What follows belongs to an exercise in optimizing a design on an open flow for small area, a short achievable clock period and few clock cycles per item; a production flow would make more cautious choices.
Only the layout flow was run in this run; the RTL was not checked for function there.

==> flow/design.v <==
module multiplier_unit #(
    parameter DATA_WIDTH = 32
) (
    input  wire                      clk,
    input  wire                      rst_n,
    input  wire                      req,
    input  wire [2:0]                funct3,
    input  wire                      funct7_bit5,
    output reg                       ready,
    output reg                       valid,
    input  wire [DATA_WIDTH-1:0]     operand_a,
    input  wire [DATA_WIDTH-1:0]     operand_b,
    output reg  [DATA_WIDTH-1:0]     result
);
    localparam [2:0] S_IDLE = 3'd0,
                     S_MUL  = 3'd1,
                     S_MUL9 = 3'd2,
                     S_NEG  = 3'd3,
                     S_DIV  = 3'd4,
                     S_FIX  = 3'd5,
                     S_DONE = 3'd6;
    reg  [2:0]  st;
    reg  [2:0]  op;
    reg  [5:0]  cnt;
    reg         asign;       
    reg         yprev;       
    reg  [32:0] P_hi;        
    reg  [31:0] P_lo;        
    reg  [32:0] M;           
    wire f_div  = funct3[2];
    wire sa_mul = ~funct3[2] & ~(funct3[1] & funct3[0]);    
    wire s_div  = funct3[2] & ~funct3[0];                    
    wire sb     = (~funct3[2] & ~funct3[1]) | s_div;         
    wire is_mul  = (st == S_MUL);
    wire is_mul9 = (st == S_MUL9);
    wire is_div  = (st == S_DIV);
    wire is_negl = (st == S_NEG) | ((st == S_FIX) & ~op[1]);    
    wire is_negh = (st == S_FIX) & op[1];                       
    wire y0 = P_lo[0], y1 = P_lo[1], y2 = P_lo[2], y3 = P_lo[3];
    wire b0_one = y0 ^ yprev;
    wire b0_two = (y1 & ~y0 & ~yprev) | (~y1 & y0 & yprev);
    wire b0_neg = y1;
    wire b1_one = y2 ^ y1;
    wire b1_two = (y3 & ~y2 & ~y1) | (~y3 & y2 & y1);
    wire b1_neg = y3;
    wire nb = M[32];
    wire r1_one = is_mul ? b0_one : (is_mul9 | is_div);
    wire r1_two = is_mul & b0_two;
    wire neg1   = is_mul ? b0_neg : (is_div & ~nb);
    wire r2_one = is_mul & b1_one;
    wire r2_two = is_mul & b1_two;
    wire neg2   = is_mul ? b1_neg : (is_negl | is_negh);
    wire [36:0] Mx = {{4{M[32]}}, M};
    wire [36:0] A  = {{4{P_hi[32]}}, P_hi};
    wire [36:0] r1 = ({37{r1_one}} & Mx) | ({37{r1_two}} & {Mx[35:0], 1'b0});
    wire [36:0] r2 = ({37{r2_one}} & {Mx[34:0], 2'b0}) |
                     ({37{r2_two}} & {Mx[33:0], 3'b0}) |
                     ({37{is_negl}} & {5'b0, P_lo}) |
                     ({37{is_negh}} & {3'b0, P_hi, 1'b0});
    wire [36:0] r1x = r1 ^ {37{neg1}};
    wire [36:0] r2x = r2 ^ {37{neg2}};
    wire [36:0] cs_s = A ^ r1x ^ r2x;
    wire [36:0] cs_c = {(A[35:0] & r1x[35:0]) | (A[35:0] & r2x[35:0]) | (r1x[35:0] & r2x[35:0]), neg1};
    wire [36:0] S = cs_s + cs_c + {36'b0, neg2};
    wire        t_neg = S[32];                        
    wire [31:0] newR  = t_neg ? P_hi[31:0] : S[31:0];
    wire [31:0] X8    = {P_hi[24:0], P_lo[31:25]};
    wire [32:0] cmp   = {1'b0, X8} + r1x[32:0] + {32'b0, neg1};
    wire        skip  = (cnt >= 6'd9) & (P_hi[32:25] == 8'd0) & cmp[32];
    wire        last  = ~skip & (cnt == 6'd1);
    wire bz  = (M[31:0] == 32'd0);
    wire fix = op[1] ? asign : ((asign ^ nb) & ~bz & ~op[0]);
    always @(posedge clk or negedge rst_n) begin
        if (!rst_n)
            st <= S_IDLE;
        else begin
            case (st)
                S_IDLE: if (req) st <= f_div ? ((s_div & operand_a[31]) ? S_NEG : S_DIV) : S_MUL;
                S_MUL:  if (cnt == 6'd1) st <= (~asign & y3) ? S_MUL9 : S_DONE;
                S_MUL9: st <= S_DONE;
                S_NEG:  st <= S_DIV;
                S_DIV:  if (last) st <= fix ? S_FIX : S_DONE;
                S_FIX:  st <= S_DONE;
                default: st <= S_IDLE;
            endcase
        end
    end
    always @(posedge clk) begin
        case (st)
            S_IDLE: begin
                op    <= funct3;
                cnt   <= f_div ? 6'd33 : 6'd8;
                asign <= (f_div ? s_div : sa_mul) & operand_a[31];
                yprev <= 1'b0;
                P_hi  <= 33'd0;
                P_lo  <= operand_a;
                M     <= {sb & operand_b[31], operand_b};
            end
            S_MUL: begin
                cnt   <= cnt - 6'd1;
                yprev <= y3;
                P_hi  <= S[36:4];
                P_lo  <= {S[3:0], P_lo[31:4]};
            end
            S_MUL9: begin
                P_hi  <= S[32:0];
            end
            S_NEG: begin
                P_lo  <= S[31:0];
            end
            S_DIV: begin
                if (skip) begin
                    cnt  <= cnt - 6'd8;
                    P_hi <= {P_hi[24:0], P_lo[31:24]};
                    P_lo <= {P_lo[23:0], 8'd0};
                end else begin
                    cnt  <= cnt - 6'd1;
                    P_lo <= {P_lo[30:0], ~t_neg};
                    if (last)
                        P_hi <= op[1] ? {1'b0, newR} : 33'd0;
                    else
                        P_hi <= {newR, P_lo[31]};
                end
            end
            S_FIX: begin
                if (op[1]) P_hi <= S[32:0];
                else       P_lo <= S[31:0];
            end
            default: ;
        endcase
    end
    wire res_lo = (op == 3'b000) | (op[2:1] == 2'b10);
    always @(*) begin
        ready  = (st == S_IDLE);
        valid  = (st == S_DONE);
        result = res_lo ? P_lo : P_hi[31:0];
    end
endmodule
==> flow/run.sh <==
#!/bin/bash
# synth_recipe.tcl (not shown) runs the flow's synth.tcl, then flattens the netlist and writes it again
# the make line also repeats each setting of config.mk as NAME=value (left out here)
make -C /OpenROAD-flow-scripts/flow DESIGN_CONFIG=/design/flow/config.mk WORK_HOME=/design/flow/orfs CLKGATE_MAP_FILE= SYNTH_SCRIPT=/design/flow/synth_recipe.tcl finish
==> flow/config.mk <==
export PLATFORM = sky130hd
export DESIGN_NAME = multiplier_unit
export DESIGN_NICKNAME = multiplier_unit
export VERILOG_FILES = /design/flow/design.v
export SDC_FILE = /design/flow/constraint.sdc
export NUM_CORES = 4
export LEC_CHECK = 0
export CAP_MARGIN = 20
export CORE_MARGIN = 2
export CORE_UTILIZATION = 40
export SLEW_MARGIN = 20
==> flow/constraint.sdc <==
create_clock -name core_clock -period 15.0 [get_ports {clk}]
set_input_delay 3.0000 -clock core_clock [delete_from_list [all_inputs] [get_ports {clk}]]
set_output_delay 3.0000 -clock core_clock [all_outputs]
set_load 0.01 [all_outputs]
==> notes.md <==
## layout by cell type (no fill, tap or decap), drive strengths merged, types with 8 or more instances in the layout
cell           netlist  routed
a221oi              17      17
mux2i               42      42
buf                 27      21
a211o                8       8
nor4                12      12
a21o                12      12
ha                  69      69
o221ai              18      18
a31oi               10      10
a222oi              40      40
clkdlybuf4s50        0     103
edfxtp             109     109
inv                 93      93
a22o                27      27
xnor2               91      91
a22oi               31      31
nand2b               9       9
nand2              178     178
xor2                16      16
nor2               107     107
o211ai              19      19
nor2b               10      10
o22ai               29      29
fa                  38      38
a21oi              115     115
a211oi              16      16
nand3               14      14
clkbuf              67       9
o21ai               89      89
nand4               14      14
mux2                29      29
nor3                23      23
## registers in the layout, summed over array words and instances, names as in the netlist
| name | cells |
|---|---|
| P_hi | 33 |
| M | 33 |
| yprev | 1 |
| asign | 1 |
| cnt | 6 |
| op | 3 |
| st | 3 |
| P_lo | 32 |
## worst max-delay path: cells and delay by family (launching register included)
kind            cells  cell delay (ns)
flops               1             0.35
simple gates        4             1.76
buf+inv             3             1.50
fa+ha+maj           2             0.83
compound gates      9             2.38
xor+xnor            2             0.95
## per-layer routing
layer / up-vias / GRT usage / routed length [um] / share of wire
met5: - / 0 / 0 / 0
met4: 0 / 0.137 / 2380 / 0.048
met3: 124 / 0.0752 / 5810 / 0.12
met2: 877 / 0.443 / 21500 / 0.43
met1: 6010 / 0.401 / 20000 / 0.40
li1: 5533 / - / - / -
## cell usage after synthesis, drive strengths merged (4+ instances only)
cell type,n
a211o,8
a211oi,16
a21o,12
a21oi,115
a221oi,17
a222oi,40
a22o,27
a22oi,31
a2bb2oi,5
a31oi,10
and3,6
buf,27
clkbuf,67
edfxtp,109
fa,38
ha,69
inv,93
mux2,29
mux2i,42
nand2,178
nand2b,9
nand3,14
nand3b,4
nand4,14
nor2,107
nor2b,10
nor3,23
nor4,12
o211ai,19
o21a,4
o21ai,89
o221ai,18
o22ai,29
o31ai,7
or3,5
xnor2,91
xor2,16
## cells by family after synthesis
| kind of cell | after synthesis |
|---|---|
| flip-flops | 112 |
| buffers and inverters | 187 |
| XOR/XNOR | 107 |
| adder cells (fa/ha/maj) | 107 |
| AO/OA/AOI/OAI | 475 |
| AND/OR/NAND/NOR | 397 |
| multiplexers | 71 |
## worst max path at each step
stage,startpoint,end,depth (start not counted)
after detailed placement,st[1]$_DFFE_PN0P_,P_hi[30]$_DFFE_PP_,20
after CTS,st[1]$_DFFE_PN0P_,P_hi[30]$_DFFE_PP_,20
final,st[0]$_DFFE_PN0P_,P_hi[30]$_DFFE_PP_,20
after global placement,st[1]$_DFFE_PN0P_,P_hi[30]$_DFFE_PP_,20
after floorplan,st[2]$_DFFE_PN0P_,P_hi[13]$_DFFE_PP_,23
after global routing,st[0]$_DFFE_PN0P_,P_hi[30]$_DFFE_PP_,20
## per-stage QoR
stage                     instance area (um2)  worst slack [ns]  hold WS [ns]  cells
after detailed placement                13900              7.18         0.667   1882
after floorplan                         12500              9.15         0.590   1456
final                                   14200              6.93         0.686   1898
after global placement                  13900              7.24         0.664   1882
after CTS                               14200              7.17         0.685   1898
after global routing                    14200              6.70         0.719   1898
## layout make-up
cell class / instances / share of cell area
Timing Repair Buffer: 124 / 0.0839
Tap cell: 396 / 0.0350
Clock buffer: 9 / 0.0159
Clock inverter: 7 / 0.00662
Inverter: 93 / 0.0246
Multi-Input combinational cell: 1157 / 0.598
Sequential cell: 112 / 0.236
==> flow_metrics.py <==
metrics = {
    "run_status": {
        "outcome": "timing/DRC/antenna clean",
    },
    "finish": {
        "post-route-util": 0.462,
        "seqCellArea_mm2": 0.00335,
        "num-fill-cells": 2940,
        "syn_to_final_growth_pct": 13.3,
        "final_nets": 1675,
        "multi_input_area_mm2": 0.00847,
        "num_antenna_cells": 0,
        "drive_above_1_share": 0.0619,
    },
    "synthesis": {
        "synth-simple-area-share": 0.142,
        "syn_inst": 1456,
        "synth_area_leaders": "edfxtp_1 26%, ha_1 6.9%, xnor2_1 6.3%, fa_1 6.1%, nand2_1 5.3%",
        "synth_warnings": 1,
        "syn-num-nets": 1634,
        "ys_seq_area_frac": 0.268,
        "syn-cell-area_mm2": 0.0125,
        "synthMuxAreaShare": 0.0600,
        "synth_flop_cell": "edfxtp_1",
        "avgSynthCellArea_um2": 8.59,
        "ys_ff_latch": 112,
        "yosysTopAreaCell": "edfxtp_1",
        "synthAdderAreaFrac": 0.130,
        "synth_edf_count": 109,
        "synth_top_family_by_area": "compound AO/OA/AOI/OAI gates",
        "synth_compound_area_frac": 0.266,
        "synth_top_cell_area_share": 0.262,
        "synthXorXnorAreaFrac": 0.0755,
        "postSynth.asyncResetShare": 0.0268,
        "yosysUniqueCellTypes": 84,
    },
    "critical_path": {
        "r2r_start": "st[0]$_DFFE_PN0P_",
        "cp_cell_sequence": "buf_4 > inv_1 > nor2_1 > and3_1 > buf_4 > a222oi_1 > nand2_1 > xnor2_1 > fa_1 > ha_1 > a21oi_1 > o211ai_1 > a211oi_2 > a211oi_4 > a211oi_4 > o31ai_4 > xnor2_1 > o21ai_0 > a22oi_1 > nand3_1",
        "cp_slowest_stage_delay_ns": 0.87,
        "worst-setup-path-type": "register to register",
        "timing.reg2reg.setup_slack_ns": 6.93,
        "required_ns": 15.13,
        "critPathMaxFanout": 71,
        "timing.rr.end": "P_hi[30]$_DFFE_PP_",
        "end_kind": "register",
        "crit_slowest_cell": "and3_1",
        "start_kind": "register",
        "cp.arrival_ns": 8.20,
        "reg2reg_depth": 20,
    },
    "worst_hold_path": {
        "hold_path_end": "cnt[0]$_DFFE_PP_",
        "min_path_type": "register to register",
        "holdCritStartpoint": "cnt[0]$_DFFE_PP_",
        "holdPathStages": 1,
    },
    "die": {
        "boundaryPins": 105,
        "dieHeight_um": 181,
        "initial_core_util": 0.408,
        "core_mm2": 0.0307,
        "die_w_um": 181,
        "dieArea_mm2": 0.0327,
        "rows": 64,
    },
    "job": {
        "maxCapViolations": 0,
    },
    "routing": {
        "via_per_inst": 6.61,
        "vias": 12500,
        "wire_per_inst_um": 26.2,
        "antenna_left": 0,
        "drc": 0,
        "drt_wl_total_mm": 49.7,
        "first_pass_iters": 9,
        "drt_iter0_drc": 1876,
    },
    "timing": {
        "max_freq_mhz": 124,
        "finalCritPeriodShare": 0.538,
        "relSlewSlack": 0.270,
        "fin_worst_skew_ns": 0.0207,
        "fin_crit_ns": 8.07,
        "rsz0062_at_grt": "no",
        "setup_viol_count_final": 0,
        "hold_viol_final": 0,
        "slew_violations": 0,
        "setup-tns-final_ns": 0,
        "worst_slew_pin_slew_ns": 1.09,
    },
    "placement": {
        "place_hpwl_mm": 36.0,
        "gp_congestion": 0.910,
        "portBuffers": 103,
    },
    "global_routing": {
        "antenna_found_initial": 0,
        "grt-ovfl-total": 0,
        "grt_pass1_vias": 11700,
        "grt_pass1_wl_mm": 73.9,
        "grt_max_degree": 74,
        "track_usage": 0.296,
    },
    "clocking": {
        "cts-htree-levels": 3,
        "clk_pin_slew_ns": 0.10,
        "cts.sinks": 112,
        "clock-root-buffer": "clkbuf_16",
        "cts_tree": "done",
        "postCtsHoldBufs": 0,
        "cts_buffers": 9,
        "clock_path_buffers": 2,
        "postCtsSetupRepairBufs": 0,
        "clock_latency_ns": 0.38,
        "post_cts_resized": 0,
    },
}

==> what the ideal ports hide <==
In the flow no input, the clock included, has a driving cell. The finished layout below was timed again as built, in two steps. Step 1 (the two cells are an assumption about what drives the block):
set clk [get_ports {clk}]
set_driving_cell -lib_cell sky130_fd_sc_hd__clkbuf_16 $clk
set_driving_cell -lib_cell sky130_fd_sc_hd__buf_2 [delete_from_list [all_inputs] $clk]
Step 2 times the ports against the registers' clock, not the clock port: input delays grow and output delays shrink by t, the midpoint of the rising clock arrivals with the driver on. Slacks: ideal ports / drivers / drivers and shift; pairs: ideal ports / drivers.
t (ns): 0.424
slack for setup (ns): 6.935 / 6.935 / 6.935
slew at the worst register clock pin (ns): 0.10 / 0.10
worst slew at a driven data input, ns: 0.05
After both steps setup and hold are still met in this run. The setup slack of this run moves by 0.000 ns with the drivers and by 0.000 ns with both steps.
